This design comes from an exercise in tuning for small area and a short achievable clock period on the open sky130 flow, not from production work.
Function was checked by simulation only, so behaviour that the tests miss may differ from the original.
The flow treats the clock pin as an ideal source, which a real chip does not have.
Power is estimated from default activity; no workload was simulated.

<file path="flow/run.sh">
#!/bin/bash
# Own layout flow: the standard ORFS flow (standard.sh, unchanged synthesis), with
#  - timing repair aimed below the design's period (SETUP_SLACK_MARGIN; the SDC is unchanged),
#  - port buffers of a normal buffer cell rather than the smallest one,
#  - after CTS, the clock port drives the tree's branch buffers directly, split in two (flow/flatten_clock_root.tcl).
# Each step's full log is kept by ORFS under orfs/logs/; make's own output goes to flow.log.
set -uo pipefail
here=$(pwd)
bash standard.sh SETUP_SLACK_MARGIN=7.45 "BUFFER_PORTS_ARGS=-buffer_cell sky130_fd_sc_hd__buf_2" \
  "POST_CTS_TCL=$here/flow/flatten_clock_root.tcl" finish > flow.log 2>&1
</file>
<file path="flow/flatten_clock_root.tcl">
# POST_CTS hook. CTS builds root buffer -> branch buffers -> leaf buffers -> registers.
# 1. Drop the root buffer: the clock port then feeds the branch buffers directly.
set block [ord::get_db_block]
set clknet [$block findNet clk]

proc loads_of {net} {
  set l {}
  foreach it [$net getITerms] { if {[$it isInputSignal]} { lappend l $it } }
  return $l
}
proc out_net {inst} {
  foreach it [$inst getITerms] { if {[$it isOutputSignal]} { return [$it getNet] } }
  return ""
}

set roots [loads_of $clknet]
puts "clock hook: clock port feeds [llength $roots] cell(s)"
if {[llength $roots] == 1} {
  set root [[lindex $roots 0] getInst]
  set out [out_net $root]
  set loads [loads_of $out]
  if {[llength $loads] <= 4 && [llength $loads] > 0} {
    foreach it $loads {
      set pname "[[$it getInst] getName]/[[$it getMTerm] getName]"
      disconnect_pin [$out getName] $pname
      connect_pin clk $pname
    }
    set rname [$root getName]
    set oname [$out getName]
    delete_instance $rname
    delete_net $oname
    puts "clock hook: removed root $rname"
  }
}

set branches [loads_of $clknet]
set nsplit [expr {4 / max(1, [llength $branches])}]
if {[llength $branches] <= 2} {
  set k 0
  foreach bit $branches {
    set b [$bit getInst]
    set bnet [out_net $b]
    set leaves [loads_of $bnet]
    if {[llength $leaves] < 4} continue
    # split the leaves in two halves along the wider spread of their positions
    set pts {}
    foreach it $leaves {
      set li [$it getInst]
      set loc [$li getLocation]
      lappend pts [list $it [lindex $loc 0] [lindex $loc 1]]
    }
    set xs [lmap p $pts {lindex $p 1}]
    set ys [lmap p $pts {lindex $p 2}]
    set dx [expr {[tcl::mathfunc::max {*}$xs] - [tcl::mathfunc::min {*}$xs]}]
    set dy [expr {[tcl::mathfunc::max {*}$ys] - [tcl::mathfunc::min {*}$ys]}]
    set idx [expr {$dx >= $dy ? 1 : 2}]
    set pts [lsort -integer -index $idx $pts]
    set half [expr {[llength $pts] / 2}]
    set moved [lrange $pts $half end]
    set master [[$b getMaster] getName]
    set nname "clkhook_split_${k}"
    set netname "clkhook_net_${k}"
    incr k
    set newnet [odb::dbNet_create $block $netname]
    $newnet setSigType CLOCK
    set inst [odb::dbInst_create $block [[ord::get_db] findMaster $master] $nname]
    set sx 0; set sy 0
    foreach p $moved { set sx [expr {$sx + [lindex $p 1]}]; set sy [expr {$sy + [lindex $p 2]}] }
    set n [llength $moved]
    $inst setLocation [expr {$sx / $n}] [expr {$sy / $n}]
    $inst setPlacementStatus PLACED
    [$inst findITerm A] connect $clknet
    [$inst findITerm X] connect $newnet
    foreach p $moved {
      set it [lindex $p 0]
      $it disconnect
      $it connect $newnet
    }
    # move the original branch buffer to the centroid of the leaves it keeps
    set sx 0; set sy 0
    set kept [lrange $pts 0 [expr {$half - 1}]]
    foreach p $kept { set sx [expr {$sx + [lindex $p 1]}]; set sy [expr {$sy + [lindex $p 2]}] }
    set n [llength $kept]
    $b setLocation [expr {$sx / $n}] [expr {$sy / $n}]
    puts "clock hook: split [$b getName] ([llength $leaves] leaves) into two"
  }
  detailed_placement
  check_placement -verbose
}
estimate_parasitics -placement
report_clock_latency
</file>
<file path="standard.sh">
#!/bin/bash
# synth_recipe.tcl (not shown) runs the flow's synth.tcl, then flattens the netlist and writes it again
# the make line also repeats each setting of config.mk as NAME=value (left out here)
make -C /OpenROAD-flow-scripts/flow DESIGN_CONFIG=/design/flow/config.mk WORK_HOME=/design/flow/orfs CLKGATE_MAP_FILE= SYNTH_SCRIPT=/design/flow/synth_recipe.tcl "${@:-finish}"
</file>
<file path="config.mk">
export PLATFORM = sky130hd
export DESIGN_NAME = rrc_filter
export DESIGN_NICKNAME = rrc_filter
export VERILOG_FILES = /design/flow/design.v
export SDC_FILE = /design/flow/constraint.sdc
export NUM_CORES = 4
export LEC_CHECK = 0
export ABC_CLOCK_PERIOD_IN_PS = 800
export CAP_MARGIN = 20
export CORE_MARGIN = 2
export CORE_UTILIZATION = 76
export CTS_BUF_LIST = sky130_fd_sc_hd__clkbuf_16
export CTS_CLUSTER_DIAMETER = 90
export CTS_CLUSTER_SIZE = 32
export PLACE_DENSITY = 0.81
export SLEW_MARGIN = 20
export SYNTH_HIERARCHICAL = 1
</file>
<file path="constraint.sdc">
create_clock -name core_clock -period 10.5 [get_ports {clk}]
set_input_delay 2.1000 -clock core_clock [delete_from_list [all_inputs] [get_ports {clk}]]
set_output_delay 2.1000 -clock core_clock [all_outputs]
set_load 0.01 [all_outputs]
</file>
<file path="design.v">
module rrc_filter #(
	parameter WIDTH = 9
)(
	input logic clk,
	input logic rst,
	input logic signed [WIDTH-1:0] filter_in,
	output logic signed [WIDTH-1:0] filter_out
);
  logic [8:0] sr0, sr1, sr2, sr3, sr4, sr5, sr6, sr7, sr8, sr9, sr10, sr11, sr12, sr13, sr14, sr15, sr16, sr17, sr18, sr19, sr20, sr21, sr22, sr23, sr24, sr25, sr26, sr27;
  always_ff @(posedge clk or posedge rst) begin
    if (rst) begin
      sr0 <= 9'h000;
      sr1 <= 9'h000;
      sr2 <= 9'h000;
      sr3 <= 9'h000;
      sr4 <= 9'h000;
      sr5 <= 9'h000;
      sr6 <= 9'h000;
      sr7 <= 9'h000;
      sr8 <= 9'h000;
      sr9 <= 9'h000;
      sr10 <= 9'h000;
      sr11 <= 9'h000;
      sr12 <= 9'h000;
      sr13 <= 9'h000;
      sr14 <= 9'h000;
      sr15 <= 9'h000;
      sr16 <= 9'h000;
      sr17 <= 9'h000;
      sr18 <= 9'h000;
      sr19 <= 9'h000;
      sr20 <= 9'h000;
      sr21 <= 9'h000;
      sr22 <= 9'h000;
      sr23 <= 9'h000;
      sr24 <= 9'h000;
      sr25 <= 9'h000;
      sr26 <= 9'h000;
      sr27 <= 9'h000;
    end else begin
      sr0 <= filter_in;
      sr1 <= sr0;
      sr2 <= sr1;
      sr3 <= sr2;
      sr4 <= sr3;
      sr5 <= sr4;
      sr6 <= sr5;
      sr7 <= sr6;
      sr8 <= sr7;
      sr9 <= sr8;
      sr10 <= sr9;
      sr11 <= sr10;
      sr12 <= sr11;
      sr13 <= sr12;
      sr14 <= sr13;
      sr15 <= sr14;
      sr16 <= sr15;
      sr17 <= sr16;
      sr18 <= sr17;
      sr19 <= sr18;
      sr20 <= sr19;
      sr21 <= sr20;
      sr22 <= sr21;
      sr23 <= sr22;
      sr24 <= sr23;
      sr25 <= sr24;
      sr26 <= sr25;
      sr27 <= sr26;
    end
  end
  logic [9:0] t0;
  always_ff @(posedge clk or posedge rst) begin
    if (rst) t0 <= 10'd904;
    else t0 <= 10'd904 - {{1{filter_in[8]}}, filter_in};
  end
  logic [9:0] pv0;
  always_ff @(posedge clk or posedge rst) begin
    if (rst) pv0 <= 10'd0;
    else pv0 <= {sr11[8], sr11} + {sr13[8], sr13};
  end
  logic [27:0] cs3;
  logic [31:0] cs2;
  logic [32:0] cs1;
  wire n1 = ~sr26[0];
  wire s2, c3;
  rrc_fa u3 (.a(sr24[0]), .b(sr27[0]), .ci(n1), .s(s2), .co(c3));
  wire s4, c5;
  rrc_fa u5 (.a(sr14[0]), .b(sr16[0]), .ci(sr18[0]), .s(s4), .co(c5));
  wire s6, c7;
  rrc_fa u7 (.a(sr20[0]), .b(sr23[0]), .ci(sr26[1]), .s(s6), .co(c7));
  wire s8, c9;
  rrc_fa u9 (.a(sr24[1]), .b(sr27[1]), .ci(c3), .s(s8), .co(c9));
  wire n10 = ~s8;
  wire s11, c12;
  rrc_fa u12 (.a(s4), .b(s6), .ci(n10), .s(s11), .co(c12));
  wire s13, c14;
  rrc_fa u14 (.a(sr14[1]), .b(sr15[0]), .ci(sr16[1]), .s(s13), .co(c14));
  wire s15, c16;
  rrc_fa u16 (.a(sr18[1]), .b(sr20[1]), .ci(sr23[1]), .s(s15), .co(c16));
  wire n17 = ~sr26[2];
  wire s18, c19;
  rrc_fa u19 (.a(sr24[2]), .b(sr27[2]), .ci(n17), .s(s18), .co(c19));
  wire s20, c21;
  rrc_fa u21 (.a(c5), .b(c7), .ci(s13), .s(s20), .co(c21));
  wire n22 = ~s15;
  wire s23, c24;
  rrc_fa u24 (.a(s18), .b(n22), .ci(c9), .s(s23), .co(c24));
  wire n25 = ~s23;
  wire s26, c27;
  rrc_fa u27 (.a(s20), .b(n25), .ci(c12), .s(s26), .co(c27));
  wire s28, c29;
  rrc_fa u29 (.a(sr14[2]), .b(sr15[1]), .ci(sr16[0]), .s(s28), .co(c29));
  wire s30, c31;
  rrc_fa u31 (.a(sr16[2]), .b(sr17[0]), .ci(sr18[2]), .s(s30), .co(c31));
  wire s32, c33;
  rrc_fa u33 (.a(sr20[2]), .b(sr23[2]), .ci(sr26[3]), .s(s32), .co(c33));
  wire s34, c35;
  rrc_fa u35 (.a(sr18[0]), .b(sr24[3]), .ci(sr27[3]), .s(s34), .co(c35));
  wire n36 = ~c19;
  wire s37, c38;
  rrc_fa u38 (.a(c14), .b(c16), .ci(n36), .s(s37), .co(c38));
  wire s39, c40;
  rrc_fa u40 (.a(s28), .b(s30), .ci(s32), .s(s39), .co(c40));
  wire n41 = ~s34;
  wire s42, c43;
  rrc_fa u43 (.a(n41), .b(c21), .ci(s37), .s(s42), .co(c43));
  wire n44 = ~c24;
  wire s45, c46;
  rrc_fa u46 (.a(s39), .b(n44), .ci(s42), .s(s45), .co(c46));
  wire s47, c48;
  rrc_fa u48 (.a(sr14[3]), .b(sr15[2]), .ci(sr16[1]), .s(s47), .co(c48));
  wire s49, c50;
  rrc_fa u50 (.a(sr16[3]), .b(sr17[1]), .ci(sr18[3]), .s(s49), .co(c50));
  wire s51, c52;
  rrc_fa u52 (.a(sr20[3]), .b(sr23[3]), .ci(sr26[4]), .s(s51), .co(c52));
  wire s53, c54;
  rrc_fa u54 (.a(sr14[0]), .b(sr18[1]), .ci(sr24[4]), .s(s53), .co(c54));
  wire s55, c56;
  rrc_fa u56 (.a(c29), .b(c31), .ci(c33), .s(s55), .co(c56));
  wire s57, c58;
  rrc_fa u58 (.a(sr27[4]), .b(c35), .ci(s53), .s(s57), .co(c58));
  wire s59, c60;
  rrc_fa u60 (.a(s47), .b(s49), .ci(s51), .s(s59), .co(c60));
  wire s61, c62;
  rrc_fa u62 (.a(c38), .b(c40), .ci(s55), .s(s61), .co(c62));
  wire n63 = ~s57;
  wire s64, c65;
  rrc_fa u65 (.a(s59), .b(n63), .ci(c43), .s(s64), .co(c65));
  wire s66, c67;
  rrc_fa u67 (.a(s61), .b(c46), .ci(s64), .s(s66), .co(c67));
  wire s68, c69;
  rrc_fa u69 (.a(sr14[4]), .b(sr15[3]), .ci(sr16[2]), .s(s68), .co(c69));
  wire s70, c71;
  rrc_fa u71 (.a(sr16[4]), .b(sr17[2]), .ci(sr18[4]), .s(s70), .co(c71));
  wire s72, c73;
  rrc_fa u73 (.a(sr20[4]), .b(sr23[4]), .ci(sr26[5]), .s(s72), .co(c73));
  wire s74, c75;
  rrc_fa u75 (.a(sr14[1]), .b(sr15[0]), .ci(sr18[2]), .s(s74), .co(c75));
  wire s76, c77;
  rrc_fa u77 (.a(sr24[5]), .b(sr27[5]), .ci(c54), .s(s76), .co(c77));
  wire s78, c79;
  rrc_fa u79 (.a(c48), .b(c50), .ci(c52), .s(s78), .co(c79));
  wire s80, c81;
  rrc_fa u81 (.a(s68), .b(s70), .ci(s72), .s(s80), .co(c81));
  wire n82 = ~c56;
  wire s83, c84;
  rrc_fa u84 (.a(s74), .b(n82), .ci(c58), .s(s83), .co(c84));
  wire n85 = ~s76;
  wire s86, c87;
  rrc_fa u87 (.a(c60), .b(s78), .ci(n85), .s(s86), .co(c87));
  wire s88, c89;
  rrc_fa u89 (.a(s80), .b(c62), .ci(s86), .s(s88), .co(c89));
  wire n90 = ~s83;
  wire s91, c92;
  rrc_fa u92 (.a(n90), .b(c65), .ci(s88), .s(s91), .co(c92));
  wire s93, c94;
  rrc_fa u94 (.a(sr14[5]), .b(sr15[4]), .ci(sr16[3]), .s(s93), .co(c94));
  wire s95, c96;
  rrc_fa u96 (.a(sr16[5]), .b(sr17[3]), .ci(sr18[5]), .s(s95), .co(c96));
  wire s97, c98;
  rrc_fa u98 (.a(sr20[5]), .b(sr23[5]), .ci(sr26[6]), .s(s97), .co(c98));
  wire s99, c100;
  rrc_fa u100 (.a(sr14[2]), .b(sr15[1]), .ci(sr18[3]), .s(s99), .co(c100));
  wire s101, c102;
  rrc_fa u102 (.a(sr24[6]), .b(sr27[6]), .ci(c75), .s(s101), .co(c102));
  wire s103, c104;
  rrc_fa u104 (.a(c69), .b(c71), .ci(c73), .s(s103), .co(c104));
  wire s105, c106;
  rrc_fa u106 (.a(s93), .b(s95), .ci(s97), .s(s105), .co(c106));
  wire n107 = ~c79;
  wire s108, c109;
  rrc_fa u109 (.a(s99), .b(c77), .ci(n107), .s(s108), .co(c109));
  wire n110 = ~s101;
  wire s111, c112;
  rrc_fa u112 (.a(c81), .b(s103), .ci(n110), .s(s111), .co(c112));
  wire n113 = ~c84;
  wire s114, c115;
  rrc_fa u115 (.a(s105), .b(c87), .ci(n113), .s(s114), .co(c115));
  wire n116 = ~s108;
  wire s117, c118;
  rrc_fa u118 (.a(n116), .b(s111), .ci(c89), .s(s117), .co(c118));
  wire s119, c120;
  rrc_fa u120 (.a(sr14[6]), .b(sr15[5]), .ci(sr16[4]), .s(s119), .co(c120));
  wire s121, c122;
  rrc_fa u122 (.a(sr16[6]), .b(sr17[4]), .ci(sr18[6]), .s(s121), .co(c122));
  wire s123, c124;
  rrc_fa u124 (.a(sr20[6]), .b(sr23[6]), .ci(sr26[7]), .s(s123), .co(c124));
  wire s125, c126;
  rrc_fa u126 (.a(sr14[3]), .b(sr15[2]), .ci(sr18[4]), .s(s125), .co(c126));
  wire s127, c128;
  rrc_fa u128 (.a(sr24[7]), .b(sr27[7]), .ci(c100), .s(s127), .co(c128));
  wire s129, c130;
  rrc_fa u130 (.a(c94), .b(c96), .ci(c98), .s(s129), .co(c130));
  wire s131, c132;
  rrc_fa u132 (.a(s119), .b(s121), .ci(s123), .s(s131), .co(c132));
  wire n133 = ~c104;
  wire s134, c135;
  rrc_fa u135 (.a(s125), .b(c102), .ci(n133), .s(s134), .co(c135));
  wire n136 = ~s127;
  wire s137, c138;
  rrc_fa u138 (.a(c106), .b(s129), .ci(n136), .s(s137), .co(c138));
  wire n139 = ~c109;
  wire s140, c141;
  rrc_fa u141 (.a(s131), .b(n139), .ci(c112), .s(s140), .co(c141));
  wire n142 = ~s134;
  wire s143, c144;
  rrc_fa u144 (.a(n142), .b(s137), .ci(c115), .s(s143), .co(c144));
  wire s145, c146;
  rrc_fa u146 (.a(sr14[7]), .b(sr15[6]), .ci(sr16[5]), .s(s145), .co(c146));
  wire s147, c148;
  rrc_fa u148 (.a(sr16[7]), .b(sr17[5]), .ci(sr18[7]), .s(s147), .co(c148));
  wire s149, c150;
  rrc_fa u150 (.a(sr20[7]), .b(sr23[7]), .ci(sr24[8]), .s(s149), .co(c150));
  wire s151, c152;
  rrc_fa u152 (.a(sr14[4]), .b(sr15[3]), .ci(sr18[5]), .s(s151), .co(c152));
  wire n153 = ~sr26[8];
  wire s154, c155;
  rrc_fa u155 (.a(sr27[8]), .b(n153), .ci(c120), .s(s154), .co(c155));
  wire n156 = ~c126;
  wire s157, c158;
  rrc_fa u158 (.a(c122), .b(c124), .ci(n156), .s(s157), .co(c158));
  wire s159, c160;
  rrc_fa u160 (.a(s145), .b(s147), .ci(s149), .s(s159), .co(c160));
  wire n161 = ~c130;
  wire s162, c163;
  rrc_fa u163 (.a(s151), .b(c128), .ci(n161), .s(s162), .co(c163));
  wire s164, c165;
  rrc_fa u165 (.a(s154), .b(c132), .ci(s157), .s(s164), .co(c165));
  wire n166 = ~c135;
  wire s167, c168;
  rrc_fa u168 (.a(s159), .b(n166), .ci(c138), .s(s167), .co(c168));
  wire n169 = ~s162;
  wire s170, c171;
  rrc_fa u171 (.a(n169), .b(s164), .ci(c141), .s(s170), .co(c171));
  wire s172, c173;
  rrc_fa u173 (.a(sr15[7]), .b(sr16[6]), .ci(sr17[6]), .s(s172), .co(c173));
  wire s174, c175;
  rrc_fa u175 (.a(sr14[5]), .b(sr14[8]), .ci(sr15[4]), .s(s174), .co(c175));
  wire s176, c177;
  rrc_fa u177 (.a(sr16[8]), .b(sr18[6]), .ci(sr18[8]), .s(s176), .co(c177));
  wire s178, c179;
  rrc_fa u179 (.a(sr20[8]), .b(sr23[8]), .ci(c152), .s(s178), .co(c179));
  wire s180, c181;
  rrc_fa u181 (.a(c146), .b(c148), .ci(c150), .s(s180), .co(c181));
  wire n182 = ~s172;
  wire s183, c184;
  rrc_fa u184 (.a(s174), .b(s176), .ci(n182), .s(s183), .co(c184));
  wire s185, c186;
  rrc_fa u186 (.a(c155), .b(c158), .ci(c160), .s(s185), .co(c186));
  wire n187 = ~s180;
  wire s188, c189;
  rrc_fa u189 (.a(s178), .b(n187), .ci(s183), .s(s188), .co(c189));
  wire n190 = ~c163;
  wire s191, c192;
  rrc_fa u192 (.a(n190), .b(c165), .ci(s185), .s(s191), .co(c192));
  wire n193 = ~s188;
  wire s194, c195;
  rrc_fa u195 (.a(n193), .b(c168), .ci(s191), .s(s194), .co(c195));
  wire s196, c197;
  rrc_fa u197 (.a(sr14[6]), .b(sr15[5]), .ci(sr15[8]), .s(s196), .co(c197));
  wire n198 = ~sr18[7];
  wire s199, c200;
  rrc_fa u200 (.a(sr16[7]), .b(sr17[7]), .ci(n198), .s(s199), .co(c200));
  wire n201 = ~c173;
  wire s202, c203;
  rrc_fa u203 (.a(c175), .b(c177), .ci(n201), .s(s202), .co(c203));
  wire n204 = ~s199;
  wire s205, c206;
  rrc_fa u206 (.a(s196), .b(n204), .ci(c179), .s(s205), .co(c206));
  wire n207 = ~c181;
  wire s208, c209;
  rrc_fa u209 (.a(n207), .b(c184), .ci(s202), .s(s208), .co(c209));
  wire n210 = ~c186;
  wire s211, c212;
  rrc_fa u212 (.a(s205), .b(n210), .ci(c189), .s(s211), .co(c212));
  wire n213 = ~c192;
  wire s214, c215;
  rrc_fa u215 (.a(s208), .b(n213), .ci(s211), .s(s214), .co(c215));
  wire s216, c217;
  rrc_fa u217 (.a(sr14[7]), .b(sr15[6]), .ci(sr16[8]), .s(s216), .co(c217));
  wire n218 = ~sr18[8];
  wire s219, c220;
  rrc_fa u220 (.a(sr17[8]), .b(n218), .ci(c197), .s(s219), .co(c220));
  wire n221 = ~c200;
  wire s222, c223;
  rrc_fa u223 (.a(n221), .b(s216), .ci(c203), .s(s222), .co(c223));
  wire s224, c225;
  rrc_fa u225 (.a(s219), .b(c206), .ci(s222), .s(s224), .co(c225));
  wire s226, c227;
  rrc_fa u227 (.a(c209), .b(c212), .ci(s224), .s(s226), .co(c227));
  wire n228 = ~sr14[8];
  wire s229, c230;
  rrc_fa u230 (.a(sr15[7]), .b(n228), .ci(c217), .s(s229), .co(c230));
  wire s231, c232;
  rrc_fa u232 (.a(c220), .b(s229), .ci(c223), .s(s231), .co(c232));
  wire n233 = ~sr15[8];
  wire s234, c235;
  rrc_fa u235 (.a(n233), .b(c230), .ci(c232), .s(s234), .co(c235));
  wire n236 = ~pv0[1];
  wire s237, c238;
  rrc_fa u238 (.a(sr11[0]), .b(n236), .ci(cs3[1]), .s(s237), .co(c238));
  wire s239, c240;
  rrc_fa u240 (.a(sr10[0]), .b(sr11[1]), .ci(sr13[0]), .s(s239), .co(c240));
  wire n241 = ~pv0[2];
  wire s242, c243;
  rrc_fa u243 (.a(n241), .b(cs3[2]), .ci(s239), .s(s242), .co(c243));
  wire s244, c245;
  rrc_fa u245 (.a(cs3[3]), .b(cs3[4]), .ci(sr8[0]), .s(s244), .co(c245));
  wire s246, c247;
  rrc_fa u247 (.a(sr10[1]), .b(sr11[2]), .ci(sr13[1]), .s(s246), .co(c247));
  wire n248 = ~pv0[3];
  wire s249, c250;
  rrc_fa u250 (.a(n248), .b(c240), .ci(s244), .s(s249), .co(c250));
  wire s251, c252;
  rrc_fa u252 (.a(s246), .b(c243), .ci(s249), .s(s251), .co(c252));
  wire s253, c254;
  rrc_fa u254 (.a(cs3[5]), .b(sr8[1]), .ci(sr10[2]), .s(s253), .co(c254));
  wire s255, c256;
  rrc_fa u256 (.a(sr11[0]), .b(pv0[0]), .ci(pv0[4]), .s(s255), .co(c256));
  wire s257, c258;
  rrc_fa u258 (.a(sr11[3]), .b(sr13[2]), .ci(c245), .s(s257), .co(c258));
  wire n259 = ~s255;
  wire s260, c261;
  rrc_fa u261 (.a(c247), .b(s253), .ci(n259), .s(s260), .co(c261));
  wire s262, c263;
  rrc_fa u263 (.a(c250), .b(s257), .ci(s260), .s(s262), .co(c263));
  wire s264, c265;
  rrc_fa u265 (.a(cs3[6]), .b(cs3[7]), .ci(sr8[2]), .s(s264), .co(c265));
  wire s266, c267;
  rrc_fa u267 (.a(sr10[3]), .b(sr11[4]), .ci(sr13[3]), .s(s266), .co(c267));
  wire s268, c269;
  rrc_fa u269 (.a(sr10[0]), .b(sr11[1]), .ci(pv0[1]), .s(s268), .co(c269));
  wire n270 = ~c254;
  wire s271, c272;
  rrc_fa u272 (.a(pv0[5]), .b(c256), .ci(n270), .s(s271), .co(c272));
  wire n273 = ~s268;
  wire s274, c275;
  rrc_fa u275 (.a(s264), .b(s266), .ci(n273), .s(s274), .co(c275));
  wire n276 = ~s271;
  wire s277, c278;
  rrc_fa u278 (.a(c258), .b(c261), .ci(n276), .s(s277), .co(c278));
  wire s279, c280;
  rrc_fa u280 (.a(s274), .b(c263), .ci(s277), .s(s279), .co(c280));
  wire s281, c282;
  rrc_fa u282 (.a(sr8[3]), .b(sr10[4]), .ci(sr11[5]), .s(s281), .co(c282));
  wire s283, c284;
  rrc_fa u284 (.a(sr10[1]), .b(sr11[2]), .ci(pv0[2]), .s(s283), .co(c284));
  wire n285 = ~pv0[6];
  wire s286, c287;
  rrc_fa u287 (.a(sr13[0]), .b(sr13[4]), .ci(n285), .s(s286), .co(c287));
  wire s288, c289;
  rrc_fa u289 (.a(cs3[8]), .b(cs3[9]), .ci(cs3[10]), .s(s288), .co(c289));
  wire n290 = ~c269;
  wire s291, c292;
  rrc_fa u292 (.a(c265), .b(c267), .ci(n290), .s(s291), .co(c292));
  wire n293 = ~s283;
  wire s294, c295;
  rrc_fa u295 (.a(s281), .b(s286), .ci(n293), .s(s294), .co(c295));
  wire n296 = ~c272;
  wire s297, c298;
  rrc_fa u298 (.a(s288), .b(n296), .ci(c275), .s(s297), .co(c298));
  wire s299, c300;
  rrc_fa u300 (.a(s291), .b(s294), .ci(c278), .s(s299), .co(c300));
  wire s301, c302;
  rrc_fa u302 (.a(s297), .b(c280), .ci(s299), .s(s301), .co(c302));
  wire s303, c304;
  rrc_fa u304 (.a(cs3[12]), .b(sr8[4]), .ci(sr10[5]), .s(s303), .co(c304));
  wire s305, c306;
  rrc_fa u306 (.a(sr11[6]), .b(sr13[0]), .ci(sr13[1]), .s(s305), .co(c306));
  wire s307, c308;
  rrc_fa u308 (.a(sr10[2]), .b(sr11[3]), .ci(pv0[3]), .s(s307), .co(c308));
  wire n309 = ~pv0[7];
  wire s310, c311;
  rrc_fa u311 (.a(sr13[5]), .b(pv0[0]), .ci(n309), .s(s310), .co(c311));
  wire s312, c313;
  rrc_fa u313 (.a(cs3[11]), .b(cs3[13]), .ci(c282), .s(s312), .co(c313));
  wire n314 = ~c284;
  wire s315, c316;
  rrc_fa u316 (.a(c287), .b(n314), .ci(s303), .s(s315), .co(c316));
  wire s317, c318;
  rrc_fa u318 (.a(s305), .b(s310), .ci(c289), .s(s317), .co(c318));
  wire n319 = ~s307;
  wire s320, c321;
  rrc_fa u321 (.a(n319), .b(c292), .ci(s312), .s(s320), .co(c321));
  wire s322, c323;
  rrc_fa u323 (.a(c295), .b(s315), .ci(s317), .s(s322), .co(c323));
  wire s324, c325;
  rrc_fa u325 (.a(c298), .b(s320), .ci(s322), .s(s324), .co(c325));
  wire s326, c327;
  rrc_fa u327 (.a(cs3[15]), .b(cs3[16]), .ci(sr8[5]), .s(s326), .co(c327));
  wire s328, c329;
  rrc_fa u329 (.a(sr10[6]), .b(sr11[7]), .ci(sr13[1]), .s(s328), .co(c329));
  wire s330, c331;
  rrc_fa u331 (.a(sr13[2]), .b(sr13[6]), .ci(pv0[1]), .s(s330), .co(c331));
  wire s332, c333;
  rrc_fa u333 (.a(sr10[3]), .b(sr11[4]), .ci(pv0[4]), .s(s332), .co(c333));
  wire n334 = ~pv0[8];
  wire s335, c336;
  rrc_fa u336 (.a(n334), .b(cs3[14]), .ci(c304), .s(s335), .co(c336));
  wire n337 = ~c308;
  wire s338, c339;
  rrc_fa u339 (.a(c306), .b(c311), .ci(n337), .s(s338), .co(c339));
  wire s340, c341;
  rrc_fa u341 (.a(s326), .b(s328), .ci(s330), .s(s340), .co(c341));
  wire n342 = ~s332;
  wire s343, c344;
  rrc_fa u344 (.a(n342), .b(c313), .ci(c316), .s(s343), .co(c344));
  wire s345, c346;
  rrc_fa u346 (.a(s335), .b(c318), .ci(s338), .s(s345), .co(c346));
  wire s347, c348;
  rrc_fa u348 (.a(s340), .b(c321), .ci(s343), .s(s347), .co(c348));
  wire s349, c350;
  rrc_fa u350 (.a(c323), .b(s345), .ci(s347), .s(s349), .co(c350));
  wire s351, c352;
  rrc_fa u352 (.a(cs3[17]), .b(sr8[6]), .ci(sr10[7]), .s(s351), .co(c352));
  wire s353, c354;
  rrc_fa u354 (.a(sr13[2]), .b(sr13[3]), .ci(sr13[7]), .s(s353), .co(c354));
  wire s355, c356;
  rrc_fa u356 (.a(sr10[4]), .b(sr11[5]), .ci(sr11[8]), .s(s355), .co(c356));
  wire n357 = ~pv0[5];
  wire s358, c359;
  rrc_fa u359 (.a(pv0[2]), .b(pv0[9]), .ci(n357), .s(s358), .co(c359));
  wire s360, c361;
  rrc_fa u361 (.a(cs3[18]), .b(c327), .ci(c329), .s(s360), .co(c361));
  wire n362 = ~c333;
  wire s363, c364;
  rrc_fa u364 (.a(c331), .b(n362), .ci(s351), .s(s363), .co(c364));
  wire n365 = ~s355;
  wire s366, c367;
  rrc_fa u367 (.a(s353), .b(s358), .ci(n365), .s(s366), .co(c367));
  wire s368, c369;
  rrc_fa u369 (.a(c336), .b(c339), .ci(c341), .s(s368), .co(c369));
  wire s370, c371;
  rrc_fa u371 (.a(s360), .b(s363), .ci(s366), .s(s370), .co(c371));
  wire s372, c373;
  rrc_fa u373 (.a(c344), .b(c346), .ci(s368), .s(s372), .co(c373));
  wire s374, c375;
  rrc_fa u375 (.a(s370), .b(c348), .ci(s372), .s(s374), .co(c375));
  wire s376, c377;
  rrc_fa u377 (.a(cs3[19]), .b(sr8[7]), .ci(sr13[3]), .s(s376), .co(c377));
  wire s378, c379;
  rrc_fa u379 (.a(cs3[20]), .b(sr10[5]), .ci(sr10[8]), .s(s378), .co(c379));
  wire s380, c381;
  rrc_fa u381 (.a(sr11[6]), .b(sr13[8]), .ci(pv0[6]), .s(s380), .co(c381));
  wire s382, c383;
  rrc_fa u383 (.a(sr13[4]), .b(pv0[3]), .ci(c352), .s(s382), .co(c383));
  wire n384 = ~c356;
  wire s385, c386;
  rrc_fa u386 (.a(c354), .b(c359), .ci(n384), .s(s385), .co(c386));
  wire n387 = ~s376;
  wire s388, c389;
  rrc_fa u389 (.a(s378), .b(s380), .ci(n387), .s(s388), .co(c389));
  wire s390, c391;
  rrc_fa u391 (.a(c361), .b(c364), .ci(s382), .s(s390), .co(c391));
  wire n392 = ~s388;
  wire s393, c394;
  rrc_fa u394 (.a(c367), .b(s385), .ci(n392), .s(s393), .co(c394));
  wire s395, c396;
  rrc_fa u396 (.a(c369), .b(s390), .ci(c371), .s(s395), .co(c396));
  wire s397, c398;
  rrc_fa u398 (.a(s393), .b(c373), .ci(s395), .s(s397), .co(c398));
  wire s399, c400;
  rrc_fa u400 (.a(sr13[4]), .b(sr13[5]), .ci(pv0[4]), .s(s399), .co(c400));
  wire s401, c402;
  rrc_fa u402 (.a(cs3[21]), .b(cs3[22]), .ci(sr8[8]), .s(s401), .co(c402));
  wire s403, c404;
  rrc_fa u404 (.a(sr10[6]), .b(sr11[7]), .ci(pv0[7]), .s(s403), .co(c404));
  wire n405 = ~c377;
  wire s406, c407;
  rrc_fa u407 (.a(c379), .b(c381), .ci(n405), .s(s406), .co(c407));
  wire n408 = ~s399;
  wire s409, c410;
  rrc_fa u410 (.a(s401), .b(s403), .ci(n408), .s(s409), .co(c410));
  wire n411 = ~c389;
  wire s412, c413;
  rrc_fa u413 (.a(c383), .b(c386), .ci(n411), .s(s412), .co(c413));
  wire n414 = ~c391;
  wire s415, c416;
  rrc_fa u416 (.a(s406), .b(s409), .ci(n414), .s(s415), .co(c416));
  wire s417, c418;
  rrc_fa u418 (.a(c394), .b(s412), .ci(c396), .s(s417), .co(c418));
  wire s419, c420;
  rrc_fa u420 (.a(sr11[8]), .b(sr13[5]), .ci(sr13[6]), .s(s419), .co(c420));
  wire n421 = ~pv0[5];
  wire s422, c423;
  rrc_fa u423 (.a(sr10[7]), .b(pv0[8]), .ci(n421), .s(s422), .co(c423));
  wire s424, c425;
  rrc_fa u425 (.a(cs3[23]), .b(cs3[24]), .ci(cs3[25]), .s(s424), .co(c425));
  wire n426 = ~c400;
  wire s427, c428;
  rrc_fa u428 (.a(c402), .b(c404), .ci(n426), .s(s427), .co(c428));
  wire n429 = ~s419;
  wire s430, c431;
  rrc_fa u431 (.a(s422), .b(n429), .ci(s424), .s(s430), .co(c431));
  wire s432, c433;
  rrc_fa u433 (.a(c407), .b(c410), .ci(s427), .s(s432), .co(c433));
  wire n434 = ~c413;
  wire s435, c436;
  rrc_fa u436 (.a(s430), .b(n434), .ci(s432), .s(s435), .co(c436));
  wire s437, c438;
  rrc_fa u438 (.a(sr10[8]), .b(sr13[6]), .ci(sr13[7]), .s(s437), .co(c438));
  wire n439 = ~cs3[26];
  wire s440, c441;
  rrc_fa u441 (.a(pv0[6]), .b(pv0[9]), .ci(n439), .s(s440), .co(c441));
  wire n442 = ~c423;
  wire s443, c444;
  rrc_fa u444 (.a(c420), .b(n442), .ci(s437), .s(s443), .co(c444));
  wire n445 = ~s440;
  wire s446, c447;
  rrc_fa u447 (.a(c425), .b(n445), .ci(c428), .s(s446), .co(c447));
  wire n448 = ~s443;
  wire s449, c450;
  rrc_fa u450 (.a(c431), .b(n448), .ci(s446), .s(s449), .co(c450));
  wire s451, c452;
  rrc_fa u452 (.a(c433), .b(s449), .ci(c436), .s(s451), .co(c452));
  wire n453 = ~sr13[7];
  wire s454, c455;
  rrc_fa u455 (.a(cs3[27]), .b(sr13[8]), .ci(n453), .s(s454), .co(c455));
  wire s456, c457;
  rrc_fa u457 (.a(pv0[7]), .b(c438), .ci(c441), .s(s456), .co(c457));
  wire n458 = ~s454;
  wire s459, c460;
  rrc_fa u460 (.a(n458), .b(c444), .ci(s456), .s(s459), .co(c460));
  wire n461 = ~s459;
  wire s462, c463;
  rrc_fa u463 (.a(c447), .b(n461), .ci(c450), .s(s462), .co(c463));
  wire n464 = ~pv0[8];
  wire s465, c466;
  rrc_fa u466 (.a(sr13[8]), .b(n464), .ci(c455), .s(s465), .co(c466));
  wire n467 = ~s465;
  wire s468, c469;
  rrc_fa u469 (.a(n467), .b(c457), .ci(c460), .s(s468), .co(c469));
  wire n470 = ~c469;
  wire s471, c472;
  rrc_fa u472 (.a(pv0[9]), .b(c466), .ci(n470), .s(s471), .co(c472));
  wire s473, c474;
  rrc_fa u474 (.a(cs2[0]), .b(cs2[1]), .ci(sr2[0]), .s(s473), .co(c474));
  wire s475, c476;
  rrc_fa u476 (.a(sr0[1]), .b(sr3[0]), .ci(sr6[0]), .s(s475), .co(c476));
  wire s477, c478;
  rrc_fa u478 (.a(sr2[1]), .b(sr5[0]), .ci(sr23[0]), .s(s477), .co(c478));
  wire s479, c480;
  rrc_fa u480 (.a(sr8[0]), .b(sr10[0]), .ci(cs2[2]), .s(s479), .co(c480));
  wire n481 = ~s475;
  wire s482, c483;
  rrc_fa u483 (.a(c474), .b(s477), .ci(n481), .s(s482), .co(c483));
  wire s484, c485;
  rrc_fa u485 (.a(cs2[3]), .b(sr0[2]), .ci(sr3[1]), .s(s484), .co(c485));
  wire s486, c487;
  rrc_fa u487 (.a(sr6[1]), .b(sr8[1]), .ci(sr10[1]), .s(s486), .co(c487));
  wire s488, c489;
  rrc_fa u489 (.a(sr2[2]), .b(sr5[1]), .ci(sr23[1]), .s(s488), .co(c489));
  wire n490 = ~c478;
  wire s491, c492;
  rrc_fa u492 (.a(cs2[4]), .b(c476), .ci(n490), .s(s491), .co(c492));
  wire s493, c494;
  rrc_fa u494 (.a(s484), .b(s486), .ci(c480), .s(s493), .co(c494));
  wire n495 = ~s491;
  wire s496, c497;
  rrc_fa u497 (.a(s488), .b(c483), .ci(n495), .s(s496), .co(c497));
  wire s498, c499;
  rrc_fa u499 (.a(sr0[3]), .b(sr3[2]), .ci(sr6[2]), .s(s498), .co(c499));
  wire s500, c501;
  rrc_fa u501 (.a(sr8[2]), .b(sr10[0]), .ci(sr10[2]), .s(s500), .co(c501));
  wire s502, c503;
  rrc_fa u503 (.a(sr2[3]), .b(sr5[2]), .ci(sr8[0]), .s(s502), .co(c503));
  wire n504 = ~sr23[2];
  wire s505, c506;
  rrc_fa u506 (.a(n504), .b(cs2[5]), .ci(c485), .s(s505), .co(c506));
  wire n507 = ~c489;
  wire s508, c509;
  rrc_fa u509 (.a(c487), .b(n507), .ci(s498), .s(s508), .co(c509));
  wire n510 = ~s502;
  wire s511, c512;
  rrc_fa u512 (.a(s500), .b(n510), .ci(c492), .s(s511), .co(c512));
  wire s513, c514;
  rrc_fa u514 (.a(s505), .b(c494), .ci(s508), .s(s513), .co(c514));
  wire n515 = ~c497;
  wire s516, c517;
  rrc_fa u517 (.a(s511), .b(n515), .ci(s513), .s(s516), .co(c517));
  wire s518, c519;
  rrc_fa u519 (.a(cs2[6]), .b(sr0[4]), .ci(sr3[3]), .s(s518), .co(c519));
  wire s520, c521;
  rrc_fa u521 (.a(sr6[3]), .b(sr8[3]), .ci(sr10[1]), .s(s520), .co(c521));
  wire s522, c523;
  rrc_fa u523 (.a(sr2[4]), .b(sr5[3]), .ci(sr8[1]), .s(s522), .co(c523));
  wire n524 = ~sr23[3];
  wire s525, c526;
  rrc_fa u526 (.a(sr10[3]), .b(n524), .ci(cs2[7]), .s(s525), .co(c526));
  wire n527 = ~c503;
  wire s528, c529;
  rrc_fa u529 (.a(c499), .b(c501), .ci(n527), .s(s528), .co(c529));
  wire n530 = ~s522;
  wire s531, c532;
  rrc_fa u532 (.a(s518), .b(s520), .ci(n530), .s(s531), .co(c532));
  wire s533, c534;
  rrc_fa u534 (.a(s525), .b(c506), .ci(c509), .s(s533), .co(c534));
  wire s535, c536;
  rrc_fa u536 (.a(s528), .b(s531), .ci(c512), .s(s535), .co(c536));
  wire s537, c538;
  rrc_fa u538 (.a(c514), .b(s533), .ci(s535), .s(s537), .co(c538));
  wire s539, c540;
  rrc_fa u540 (.a(sr0[5]), .b(sr3[4]), .ci(sr6[4]), .s(s539), .co(c540));
  wire s541, c542;
  rrc_fa u542 (.a(sr8[4]), .b(sr10[2]), .ci(sr10[4]), .s(s541), .co(c542));
  wire s543, c544;
  rrc_fa u544 (.a(sr2[5]), .b(sr5[4]), .ci(sr8[2]), .s(s543), .co(c544));
  wire n545 = ~sr23[4];
  wire s546, c547;
  rrc_fa u547 (.a(n545), .b(cs2[8]), .ci(c519), .s(s546), .co(c547));
  wire n548 = ~c523;
  wire s549, c550;
  rrc_fa u550 (.a(c521), .b(n548), .ci(s539), .s(s549), .co(c550));
  wire n551 = ~s543;
  wire s552, c553;
  rrc_fa u553 (.a(s541), .b(c526), .ci(n551), .s(s552), .co(c553));
  wire s554, c555;
  rrc_fa u555 (.a(c529), .b(s546), .ci(c532), .s(s554), .co(c555));
  wire s556, c557;
  rrc_fa u557 (.a(s549), .b(s552), .ci(c534), .s(s556), .co(c557));
  wire s558, c559;
  rrc_fa u559 (.a(s554), .b(c536), .ci(s556), .s(s558), .co(c559));
  wire s560, c561;
  rrc_fa u561 (.a(cs2[9]), .b(sr0[6]), .ci(sr3[5]), .s(s560), .co(c561));
  wire s562, c563;
  rrc_fa u563 (.a(sr6[5]), .b(sr8[5]), .ci(sr10[3]), .s(s562), .co(c563));
  wire s564, c565;
  rrc_fa u565 (.a(sr2[6]), .b(sr5[5]), .ci(sr8[3]), .s(s564), .co(c565));
  wire n566 = ~sr23[5];
  wire s567, c568;
  rrc_fa u568 (.a(sr10[5]), .b(n566), .ci(c540), .s(s567), .co(c568));
  wire n569 = ~c544;
  wire s570, c571;
  rrc_fa u571 (.a(c542), .b(n569), .ci(s560), .s(s570), .co(c571));
  wire n572 = ~s564;
  wire s573, c574;
  rrc_fa u574 (.a(s562), .b(n572), .ci(c547), .s(s573), .co(c574));
  wire s575, c576;
  rrc_fa u576 (.a(c550), .b(s567), .ci(c553), .s(s575), .co(c576));
  wire s577, c578;
  rrc_fa u578 (.a(s570), .b(s573), .ci(c555), .s(s577), .co(c578));
  wire s579, c580;
  rrc_fa u580 (.a(s575), .b(c557), .ci(s577), .s(s579), .co(c580));
  wire s581, c582;
  rrc_fa u582 (.a(cs2[10]), .b(cs2[11]), .ci(sr0[7]), .s(s581), .co(c582));
  wire s583, c584;
  rrc_fa u584 (.a(sr3[6]), .b(sr6[6]), .ci(sr8[6]), .s(s583), .co(c584));
  wire s585, c586;
  rrc_fa u586 (.a(sr2[7]), .b(sr5[6]), .ci(sr8[4]), .s(s585), .co(c586));
  wire n587 = ~sr23[6];
  wire s588, c589;
  rrc_fa u589 (.a(sr10[4]), .b(sr10[6]), .ci(n587), .s(s588), .co(c589));
  wire s590, c591;
  rrc_fa u591 (.a(cs2[12]), .b(c561), .ci(c563), .s(s590), .co(c591));
  wire s592, c593;
  rrc_fa u593 (.a(s581), .b(s583), .ci(s588), .s(s592), .co(c593));
  wire n594 = ~c568;
  wire s595, c596;
  rrc_fa u596 (.a(c565), .b(s585), .ci(n594), .s(s595), .co(c596));
  wire s597, c598;
  rrc_fa u598 (.a(c571), .b(s590), .ci(s592), .s(s597), .co(c598));
  wire n599 = ~s595;
  wire s600, c601;
  rrc_fa u601 (.a(c574), .b(c576), .ci(n599), .s(s600), .co(c601));
  wire s602, c603;
  rrc_fa u603 (.a(s597), .b(c578), .ci(s600), .s(s602), .co(c603));
  wire s604, c605;
  rrc_fa u605 (.a(cs2[14]), .b(sr2[8]), .ci(sr3[7]), .s(s604), .co(c605));
  wire s606, c607;
  rrc_fa u607 (.a(sr6[7]), .b(sr8[7]), .ci(sr10[5]), .s(s606), .co(c607));
  wire s608, c609;
  rrc_fa u609 (.a(sr0[8]), .b(sr5[7]), .ci(sr8[5]), .s(s608), .co(c609));
  wire n610 = ~sr23[7];
  wire s611, c612;
  rrc_fa u612 (.a(sr10[7]), .b(n610), .ci(cs2[13]), .s(s611), .co(c612));
  wire s613, c614;
  rrc_fa u614 (.a(c582), .b(c584), .ci(c589), .s(s613), .co(c614));
  wire n615 = ~c586;
  wire s616, c617;
  rrc_fa u617 (.a(n615), .b(s604), .ci(s606), .s(s616), .co(c617));
  wire n618 = ~s608;
  wire s619, c620;
  rrc_fa u620 (.a(n618), .b(s611), .ci(c591), .s(s619), .co(c620));
  wire s621, c622;
  rrc_fa u622 (.a(c593), .b(s613), .ci(s616), .s(s621), .co(c622));
  wire n623 = ~c596;
  wire s624, c625;
  rrc_fa u625 (.a(n623), .b(s619), .ci(c598), .s(s624), .co(c625));
  wire s626, c627;
  rrc_fa u627 (.a(s621), .b(c601), .ci(s624), .s(s626), .co(c627));
  wire s628, c629;
  rrc_fa u629 (.a(cs2[16]), .b(sr5[8]), .ci(sr10[6]), .s(s628), .co(c629));
  wire s630, c631;
  rrc_fa u631 (.a(sr3[8]), .b(sr6[8]), .ci(sr8[6]), .s(s630), .co(c631));
  wire n632 = ~sr23[8];
  wire s633, c634;
  rrc_fa u634 (.a(sr8[8]), .b(sr10[8]), .ci(n632), .s(s633), .co(c634));
  wire s635, c636;
  rrc_fa u636 (.a(cs2[15]), .b(c605), .ci(c607), .s(s635), .co(c636));
  wire s637, c638;
  rrc_fa u638 (.a(c609), .b(s630), .ci(s633), .s(s637), .co(c638));
  wire s639, c640;
  rrc_fa u640 (.a(s628), .b(c612), .ci(c614), .s(s639), .co(c640));
  wire n641 = ~s637;
  wire s642, c643;
  rrc_fa u643 (.a(c617), .b(s635), .ci(n641), .s(s642), .co(c643));
  wire s644, c645;
  rrc_fa u645 (.a(c620), .b(s639), .ci(c622), .s(s644), .co(c645));
  wire s646, c647;
  rrc_fa u647 (.a(s642), .b(c625), .ci(s644), .s(s646), .co(c647));
  wire n648 = ~sr8[7];
  wire s649, c650;
  rrc_fa u650 (.a(cs2[18]), .b(sr10[7]), .ci(n648), .s(s649), .co(c650));
  wire n651 = ~c631;
  wire s652, c653;
  rrc_fa u653 (.a(cs2[17]), .b(c629), .ci(n651), .s(s652), .co(c653));
  wire n654 = ~c634;
  wire s655, c656;
  rrc_fa u656 (.a(n654), .b(s649), .ci(c636), .s(s655), .co(c656));
  wire n657 = ~c638;
  wire s658, c659;
  rrc_fa u659 (.a(s652), .b(n657), .ci(c640), .s(s658), .co(c659));
  wire s660, c661;
  rrc_fa u661 (.a(s655), .b(c643), .ci(s658), .s(s660), .co(c661));
  wire s662, c663;
  rrc_fa u663 (.a(cs2[20]), .b(cs2[21]), .ci(sr8[8]), .s(s662), .co(c663));
  wire n664 = ~c650;
  wire s665, c666;
  rrc_fa u666 (.a(sr10[8]), .b(cs2[19]), .ci(n664), .s(s665), .co(c666));
  wire n667 = ~s665;
  wire s668, c669;
  rrc_fa u669 (.a(s662), .b(c653), .ci(n667), .s(s668), .co(c669));
  wire s670, c671;
  rrc_fa u671 (.a(c656), .b(s668), .ci(c659), .s(s670), .co(c671));
  wire n672 = ~cs2[24];
  wire s673, c674;
  rrc_fa u674 (.a(cs2[23]), .b(cs2[22]), .ci(n672), .s(s673), .co(c674));
  wire n675 = ~c663;
  wire s676, c677;
  rrc_fa u677 (.a(n675), .b(s673), .ci(c666), .s(s676), .co(c677));
  wire n678 = ~s676;
  wire s679, c680;
  rrc_fa u680 (.a(n678), .b(c669), .ci(c671), .s(s679), .co(c680));
  wire s681, c682;
  rrc_fa u682 (.a(cs2[25]), .b(c674), .ci(c677), .s(s681), .co(c682));
  wire s683, c684;
  rrc_fa u684 (.a(cs2[26]), .b(cs2[27]), .ci(c682), .s(s683), .co(c684));
  wire n685 = ~cs1[1];
  wire n686 = ~cs1[3];
  wire n687 = ~cs1[5];
  wire n688 = ~t0[9];
  wire n689 = ~cs1[26];
  wire n690 = ~cs1[27];
  wire n691 = ~cs1[28];
  wire n692 = ~cs1[30];
  wire n693 = ~cs1[31];
  wire n694 = ~cs1[32];
  wire n695 = ~cs1[19];
  wire s696, c697;
  rrc_ha u697 (.a(cs1[0]), .b(t0[0]), .s(s696), .co(c697));
  wire s698, c699;
  rrc_fa u699 (.a(cs1[2]), .b(t0[1]), .ci(n686), .s(s698), .co(c699));
  wire s700, c701;
  rrc_fa u701 (.a(cs1[4]), .b(t0[2]), .ci(n687), .s(s700), .co(c701));
  wire s702, c703;
  rrc_ha u703 (.a(cs1[6]), .b(t0[3]), .s(s702), .co(c703));
  wire s704, c705;
  rrc_fa u705 (.a(cs1[8]), .b(t0[4]), .ci(cs1[7]), .s(s704), .co(c705));
  wire s706, c707;
  rrc_fa u707 (.a(cs1[10]), .b(t0[5]), .ci(cs1[9]), .s(s706), .co(c707));
  wire s708, c709;
  rrc_fa u709 (.a(cs1[12]), .b(t0[6]), .ci(cs1[11]), .s(s708), .co(c709));
  wire s710, c711;
  rrc_fa u711 (.a(cs1[14]), .b(cs1[13]), .ci(t0[7]), .s(s710), .co(c711));
  wire s712, c713;
  rrc_fa u713 (.a(cs1[16]), .b(cs1[15]), .ci(t0[8]), .s(s712), .co(c713));
  wire s714, c715;
  rrc_fa u715 (.a(cs1[17]), .b(cs1[18]), .ci(n688), .s(s714), .co(c715));
  wire s716, c717;
  rrc_fa u717 (.a(cs1[20]), .b(cs1[21]), .ci(n695), .s(s716), .co(c717));
  wire s718, c719;
  rrc_fa u719 (.a(cs1[22]), .b(cs1[23]), .ci(cs1[19]), .s(s718), .co(c719));
  wire n720 = ~cs1[25];
  wire n721 = ~n690;
  wire s722, c723;
  rrc_fa u723 (.a(cs1[29]), .b(n691), .ci(n692), .s(s722), .co(c723));
  wire n724 = ~n693;
  always_ff @(posedge clk or posedge rst) begin
    if (rst) cs3 <= 28'b0111100001000110111100000111;
    else cs3 <= {c235, s234, c227, s231, c225, s226, c215, s214, c195, s194, c171, s170, c144, s167, s143, c118, s140, s117, c92, s114, s91, c67, s66, s45, c27, s26, s11, s2};
  end
  always_ff @(posedge clk or posedge rst) begin
    if (rst) cs2 <= 32'b01010101110110010110001111001001;
    else cs2 <= {c472, s471, s468, c463, s462, c452, s451, c418, s435, c416, s417, c398, s415, s397, c375, s374, c350, s349, c325, c302, s324, c300, s301, s279, s262, c252, s251, s242, c238, s237, pv0[0], cs3[0]};
  end
  always_ff @(posedge clk or posedge rst) begin
    if (rst) cs1 <= 33'b011010011001100100000101010011010;
    else cs1 <= {cs2[31], cs2[30], c684, cs2[29], cs2[28], s683, s681, c680, s679, s670, c661, c647, s660, c645, s646, c627, s626, c603, s602, c580, s579, c559, s558, c538, s537, c517, s516, s496, s493, s482, s479, s473, sr0[0]};
  end
  wire [18:0] fa_ = {1'b1, n694, n724, s722, n721, n689, cs1[24], s718, s716, s714, s712, s710, s708, s706, s704, s702, s700, s698, n685};
  wire [18:0] fb_ = {1'b0, n693, c723, n690, cs1[25], n720, c719, c717, c715, c713, c711, c709, c707, c705, c703, c701, c699, c697, s696};
  wire [18:0] sum_ = fa_ + fb_;
  wire ovf_ = (sum_[18] != sum_[16]) || (sum_[17] != sum_[16]);
  wire [8:0] y_ = ovf_ ? (sum_[18] ? 9'h100 : 9'h0ff) : sum_[16:8];
  always_ff @(posedge clk or posedge rst) begin
    if (rst) filter_out <= 9'd0;
    else filter_out <= y_;
  end
endmodule
module rrc_fa (input logic a, input logic b, input logic ci, output logic s, output logic co);
  assign s = a ^ b ^ ci;
  assign co = (a & b) | (a & ci) | (b & ci);
endmodule
module rrc_carry8 (input logic [7:0] a, input logic [7:0] b, output logic co);
  wire [8:0] t = {1'b0, a} + {1'b0, b};
  assign co = t[8];
endmodule
module rrc_hsat (input logic [10:0] a, input logic [10:0] b, input logic ci, output logic [8:0] y);
  wire [11:0] t2 = {a, ci} + {b, ci};
  wire [10:0] t = t2[11:1];
  wire ovf = (t[10] != t[8]) || (t[9] != t[8]);
  assign y = ovf ? (t[10] ? 9'h100 : 9'h0ff) : t[8:0];
endmodule
module rrc_fa1 (input logic a, input logic b, output logic s, output logic co);
  assign s = ~(a ^ b);
  assign co = a | b;
endmodule
module rrc_ha (input logic a, input logic b, output logic s, output logic co);
  assign s = a ^ b;
  assign co = a & b;
endmodule
</file>
==> results.txt, run 1 <==
outcome finished clean; Filler cells 1079; CTS sink cnt 372; Lkg Pwr 0.008174 uW; crit path DAT 3.23 ns; diodes inserted 0; CTS tree built; Worst path max stage delay 0.55 ns; Horiz. Die Dim 154.4 um; Routed wire per std cell 22.97 um; Die Area 23820 um^2; Routed Wire Length 30370 um; GR peak layer met2; first-pass GRT wire length 47980 um; Synth Register Bits 372; CP delay by family, top adder cells; worst vdd ir 0.1846 mV; Final #Nets 1367; M3 GR Usage 3.642%; most used cell along the critical path fa_1; Area Growth Syn to Fin 7.290%; Worst-path clk slew 0.11 ns; initial DRC count 447; final setup margin 7.482 ns; area of the multi-input gates 7321 um^2; met1 usage 40.61%; Yosys cell types 50; Crit-path slowest cell dfstp_2; Initial Utilization 76.58%; via count 7465; vias per inst 5.647; initial antenna violation count 0; largest net degree at the start of global routing 186; synthesized area per cell 17.66 um^2; Hold Path Depth 0; actual slew at the worst max-slew pin 0.7617 ns; IO Count 20; post-synthesis sequential area ratio 54.54%; r2r worst-path depth 5; post-synthesis cell area 17180 um^2; critical path type reg -> reg; max frequency 331.3 MHz; Power Dens Cells 309.8 nW/um^2; Synth Instances 973; DRC Markers 0; CP required 10.71 ns; Hold Crit Endpoint sr5[0]; count of antenna-violating nets left after detailed routing 0; critical path cell sequence fa_1 -> fa_1 -> fa_1 -> fa_1 -> fa_1; fraction of synthesis flops using an asynchronous set or reset pin 100.0%; Final Critical Period 3.018 ns; FF-to-FF setup slack 7.48 ns; number of flops mapped to enable cells by yosys 0; CP startpoint cs2[6]; min-delay src sr4[0]; CP bufs+invs 0; met2 GRT Util 46.51%; skew final 0.02908 ns; Yosys Warn Count 7; net count after synthesis 1310; Total GRT Usage 27.58%; DIE HEIGHT 154.4 um; worst-skew pair later-pin latency 0.33 ns; fin. max-slew vios 0; reg2reg start cs2[6]; Post-DP HPWL 22160 um; Setup TNS 0 ns; relative slew slack 48.94%; CP Max Fanout 1; vias in the first global route 8781; Hold/Removal Path Class reg -> reg; total grt overflow 0; startpoint types flop; Fin. Hold Viols 0; # rows 55; PortBufs 19; final setup fails 0; routability congestion estimate 0.8677; share of cells above drive strength 1 17.16%; Max-cap violations 0; Place WS 6.399 ns; ys flop type dfrtp_1; FF-to-FF End cs1[12]; Seq. cell area 9410 um^2; unrepaired setup endpoints after global routing yes; endpoint class of the critical path flop; First-pass DRT Iterations 4; core footprint 22430 um^2; crit share post-route 28.74%
how the worst max path moves through the flow:
stage / end / slack, ns / cells past startpoint
after floorplan: cs1[10] / 3.45 / 1
after global placement: sr1[0] / 6.48 / 3
after detailed placement: sr1[0] / 6.40 / 3
after global routing: cs3[7] / 7.41 / 5
final: cs1[12] / 7.48 / 5
final cells by class, without the clock buffers:
| type | count | share of cell area (%) |
|---|---|---|
| Sequential cell | 372 | 51.05 |
| Multi-Input combinational cell | 459 | 39.72 |
| Inverter | 139 | 2.878 |
| Tap cell | 285 | 1.935 |
| Timing Repair Buffer | 40 | 1.683 |
| Clock inverter | 9 | 0.4955 |
| Buffer | 2 | 0.2715 |
| Timing Repair inverter | 2 | 0.06788 |
power by group:
part	internal [uW]	total [uW]	switching (uW)	leakage (uW)
registers	1840	2020	180	0.00425
clock network	334	736	402	0.000258
logic	1340	2960	1620	0.00366
sequential cells by signal (all words and copies together) (netlist names), 10 cells and up:
name,cells
cs2,32
cs3,28
pv0,10
cs1,32
Yosys cell counts, types with 3 or more instances:
master	instances	area, um^2
a21oi_1	25	125.1
dfrtp_1	323	8083
o21ai_1	7	35.03
ha_1	29	362.9
o21ai_0	8	40.04
o21bai_1	4	30.03
a211oi_1	3	22.52
inv_1	138	518.0
nand2_1	10	37.54
nor2_1	6	22.52
a31oi_1	3	18.77
fa_1	297	5946
xnor2_1	11	96.34
xor2_1	10	87.58
a21o_1	7	52.55
dfstp_2	49	1287
or3_1	3	18.77
o211ai_1	3	22.52
per-module statistics from Yosys, one instance, submodules excluded:
module      flops+latches  cells inside  cell area (um^2)  times used
rrc_filter            372           675             11230           1
rrc_fa                  0             1             20.02         296
rrc_ha                  0             1             12.51           2
routing by layer:
layer  vias to the layer above  share of wire (%)
met4                         0                1.8
met3                        38                2.9
li1                       3092                  -
met5                         -                  0
met2                       146                 53
met1                      4189                 42
metrics by stage:
stage	cells	total power (uW)	hold WS, ns	instance area, um^2	util [%]
6_report	1322	5711	0.3407	18430	82.16
5_1_grt	1322	6249	0.3531	18430	82.16
3_5_place_dp	1277	4959	0.3347	17650	78.67
3_3_place_gp	1277	4787	0.3314	17650	78.67
2_1_floorplan	973	4195	0.3312	17180	-
logic make-up (layout without fill, tap and decap cells):
| group | count (synthesis) | in the layout | share of synthesized area [%] |
|---|---|---|---|
| flip-flops | 372 | 372 | 54.54 |
| adder cells (fa/ha/maj) | 326 | 326 | 36.72 |
| buffers and inverters | 142 | 206 | 3.190 |
| AO/OA/AOI/OAI | 81 | 81 | 3.394 |
| AND/OR/NAND/NOR | 30 | 30 | 0.9906 |
| XOR/XNOR | 22 | 22 | 1.165 |
cell usage in the layout, fill, tap and decap left out, drive strengths merged, types with 11 or more instances in the layout:
cell type,instances
dfrtp,323
ha,29
buf,39
inv,143
clkbuf,17
dfstp,49
xnor2,11
fa,297
a21oi,27
xor2,11
o21ai,17
==> run 2, diff against run 1 <==
--- a/config.mk
+++ b/config.mk
@@ -8,10 +8,10 @@
 export ABC_CLOCK_PERIOD_IN_PS = 800
 export CAP_MARGIN = 20
 export CORE_MARGIN = 2
-export CORE_UTILIZATION = 76
+export CORE_UTILIZATION = 52
 export CTS_BUF_LIST = sky130_fd_sc_hd__clkbuf_16
 export CTS_CLUSTER_DIAMETER = 90
 export CTS_CLUSTER_SIZE = 32
-export PLACE_DENSITY = 0.81
+export PLACE_DENSITY = 0.57
 export SLEW_MARGIN = 20
 export SYNTH_HIERARCHICAL = 1
==> run 2 against run 1 <==
  * Still clean on timing, DRC and antenna
  * Highest routed layer unchanged
  * Flip-flop and latch count did not move
  * Clock skew is 0.0042 ns lower
  * Die area rose by 45%
==> results.txt, run 2 <==
outcome finished clean; most common cell after layout, fill and taps aside dfrtp_1; Yosys Warn Count 7; max frequency 333.3 MHz; CTS tree built; first-pass GRT wire length 47250 um; Synth Register Bits 372; CP Max Fanout 5; net count after synthesis 1310; number of flops mapped to enable cells by yosys 0; top-count cell post-synth dfrtp_1; Synth Instances 973; PortBufs 19; met2 routed WL 14270 um; Worst-path clk slew 0.12 ns; relative slew slack 64.67%; actual slew at the worst max-slew pin 0.5300 ns; DIE HEIGHT 185.8 um; Post-synth top cells dfrtp_1, fa_1, inv_1; metal3 WL 642 um; worst vdd ir 0.2409 mV; Hold Path Depth 0; Hold/Removal Path Class reg -> reg; Routed Wire Length 28930 um; initial DRC count 340; final std cells w/o fill 1475; final setup fails 0; post-synthesis cell area 17180 um^2; DRT met1 WL 13580 um; biggest regs cs1: 32 flops, cs2: 32 flops, cs3: 28 flops; crit path DAT 3.21 ns; Lkg Pwr 0.008185 uW; reg2reg start cs1[3]; Area Growth Syn to Fin 8.455%; share of cells above drive strength 1 17.04%; worst-skew pair later-pin latency 0.32 ns; via count 7167; CTS sink cnt 372; FF-to-FF setup slack 7.50 ns; First-pass DRT Iterations 4; skew final 0.02484 ns; post-synthesis sequential area ratio 54.54%; most frequent cells in the layout dfrtp_1, fa_1, inv_1; Filler cells 2551; routability congestion estimate 0.8141; min-delay src sr22[2]; Final #Nets 1361; total grt overflow 0; core footprint 32540 um^2; leading area contributor after synthesis dfrtp_1; largest net degree at the start of global routing 87; Max-cap violations 0; synthesized area per cell 17.66 um^2; initial antenna violation count 0; unrepaired setup endpoints after global routing yes; Yosys cell types 50; top-area cell type share of the netlist area 47.05%; ys flop type dfrtp_1; Routed wire per std cell 19.61 um; fin. max-slew vios 0; critical path type reg -> reg; endpoint class of the critical path flop; startpoint types flop; Hold Crit Endpoint sr23[2]; Total GRT Usage 18.69%; vias in the first global route 8386; area of the multi-input gates 7328 um^2; DRC Markers 0; Die Area 34510 um^2; largest cells by area after synthesis dfrtp_1, fa_1, dfstp_2, inv_1, ha_1; Power Dens Cells 304.5 nW/um^2; Setup TNS 0 ns; r2r worst-path depth 10; Initial Utilization 52.80%; # rows 66; Post-DP HPWL 22510 um; Placed Instances 1435; Fin. Hold Viols 0; Highest Signal Layer met4; crit share post-route 28.57%; count of antenna-violating nets left after detailed routing 0; diodes inserted 0; CP required 10.71 ns; IO Count 20; Horiz. Die Dim 185.8 um; Seq. cell area 9403 um^2; fraction of synthesis flops using an asynchronous set or reset pin 100.0%; FF-to-FF End filter_out[6]; vias per inst 4.859; Final Critical Period 3.000 ns
-- run 2: cells by family (layout without fill, tap and decap cells) --
group / Yosys count / in the layout / share of synthesized area (%)
compound gates: 81 / 81 / 3.394
xor+xnor: 22 / 22 / 1.165
fa+ha+maj: 326 / 326 / 36.72
buf+inv: 142 / 202 / 3.190
flops: 372 / 372 / 54.54
simple gates: 30 / 30 / 0.9906
-- run 2: worst max-delay path, stage by stage (launching register included) --
cell and delay [ns]:
dfstp_2 0.55, inv_2 0.04, fa_1 0.43, ha_1 0.27
and3b_2 0.22, o311a_4 0.35, o311a_1 0.33, o21ai_2 0.15
a22oi_2 0.14, o21ai_2 0.29, a21oi_1 0.10
-- run 2: worst max path at each step --
stage          cells past startpoint  startpoint  slack, ns            end
2_1_floorplan                      1         rst       3.45        cs1[10]
3_3_place_gp                       4         rst       6.71         sr8[0]
3_5_place_dp                       4         rst       6.67         sr8[0]
5_1_grt                           10      cs1[3]       7.38  filter_out[5]
6_report                          10      cs1[3]       7.50  filter_out[6]
-- run 2: through the flow --
step           setup slack [ns]  cell area (um^2)  hold WS (ns)  utilization (%)  power, uW
2_1_floorplan             3.446             17180        0.3312                -       4195
3_3_place_gp              6.711             17850        0.3314            54.87       4890
3_5_place_dp              6.666             17850        0.3347            54.87       4957
5_1_grt                   7.385             18630        0.3512            57.27       6293
6_report                  7.500             18630        0.3492            57.27       5674
-- run 2: power by group --
part	switching (uW)	internal, uW
clock network	429	326
logic	1600	1310
registers	175	1840
total	2200	3470
-- run 2: layer usage --
layer	track usage [%]	vias up
li1	-	3077
met1	28.12	4000
met2	30.16	64
met3	2.485	26
met4	3.402	0
met5	0	-
-- run 2: per-module statistics from Yosys, one instance, submodules excluded --
module	cells	flip-flops and latches	times used
rrc_fa	1	0	296
rrc_filter	675	372	1
rrc_ha	1	0	2
-- run 2: cell type report, without the clock buffers --
type | instances | area share [%]
clock inverters | 10 | 0.4230
inverters | 139 | 2.847
well taps | 442 | 2.968
flip-flops and latches | 372 | 50.46
repair buffers | 35 | 1.551
plain buffers | 2 | 0.2686
multi-input cells | 459 | 39.33

## what the ideal ports hide
Ports are ideal in the flow. The routed layouts listed here were re-timed in OpenROAD. Step 1 assumes that a clkbuf_16 drives the clock port and a buf_2 every other input. Step 2 times the ports against the registers' clock, not the clock port: input delays grow and output delays shrink by t, the midpoint of the rising clock arrivals with the driver on. Three values: no drivers, after step 1, after step 2; two values: the first two.
run	t, ns	slack for setup (ns)	worst hold slack (ns)	latest minus earliest clock arrival (ns)	cell pins on the clock port's net
run 1	0.415	7.482 / 7.479 / 7.171	0.341 / 0.341 / 0.341	0.029 / 0.029	4
run 2	0.417	7.500 / 7.467 / 7.270	0.349 / 0.349 / 0.349	0.035 / 0.034	4
After both steps every run listed still meets setup and hold. For run 1, which loses most, drivers alone change the setup slack by -0.003 ns; drivers and shift together by -0.311 ns.
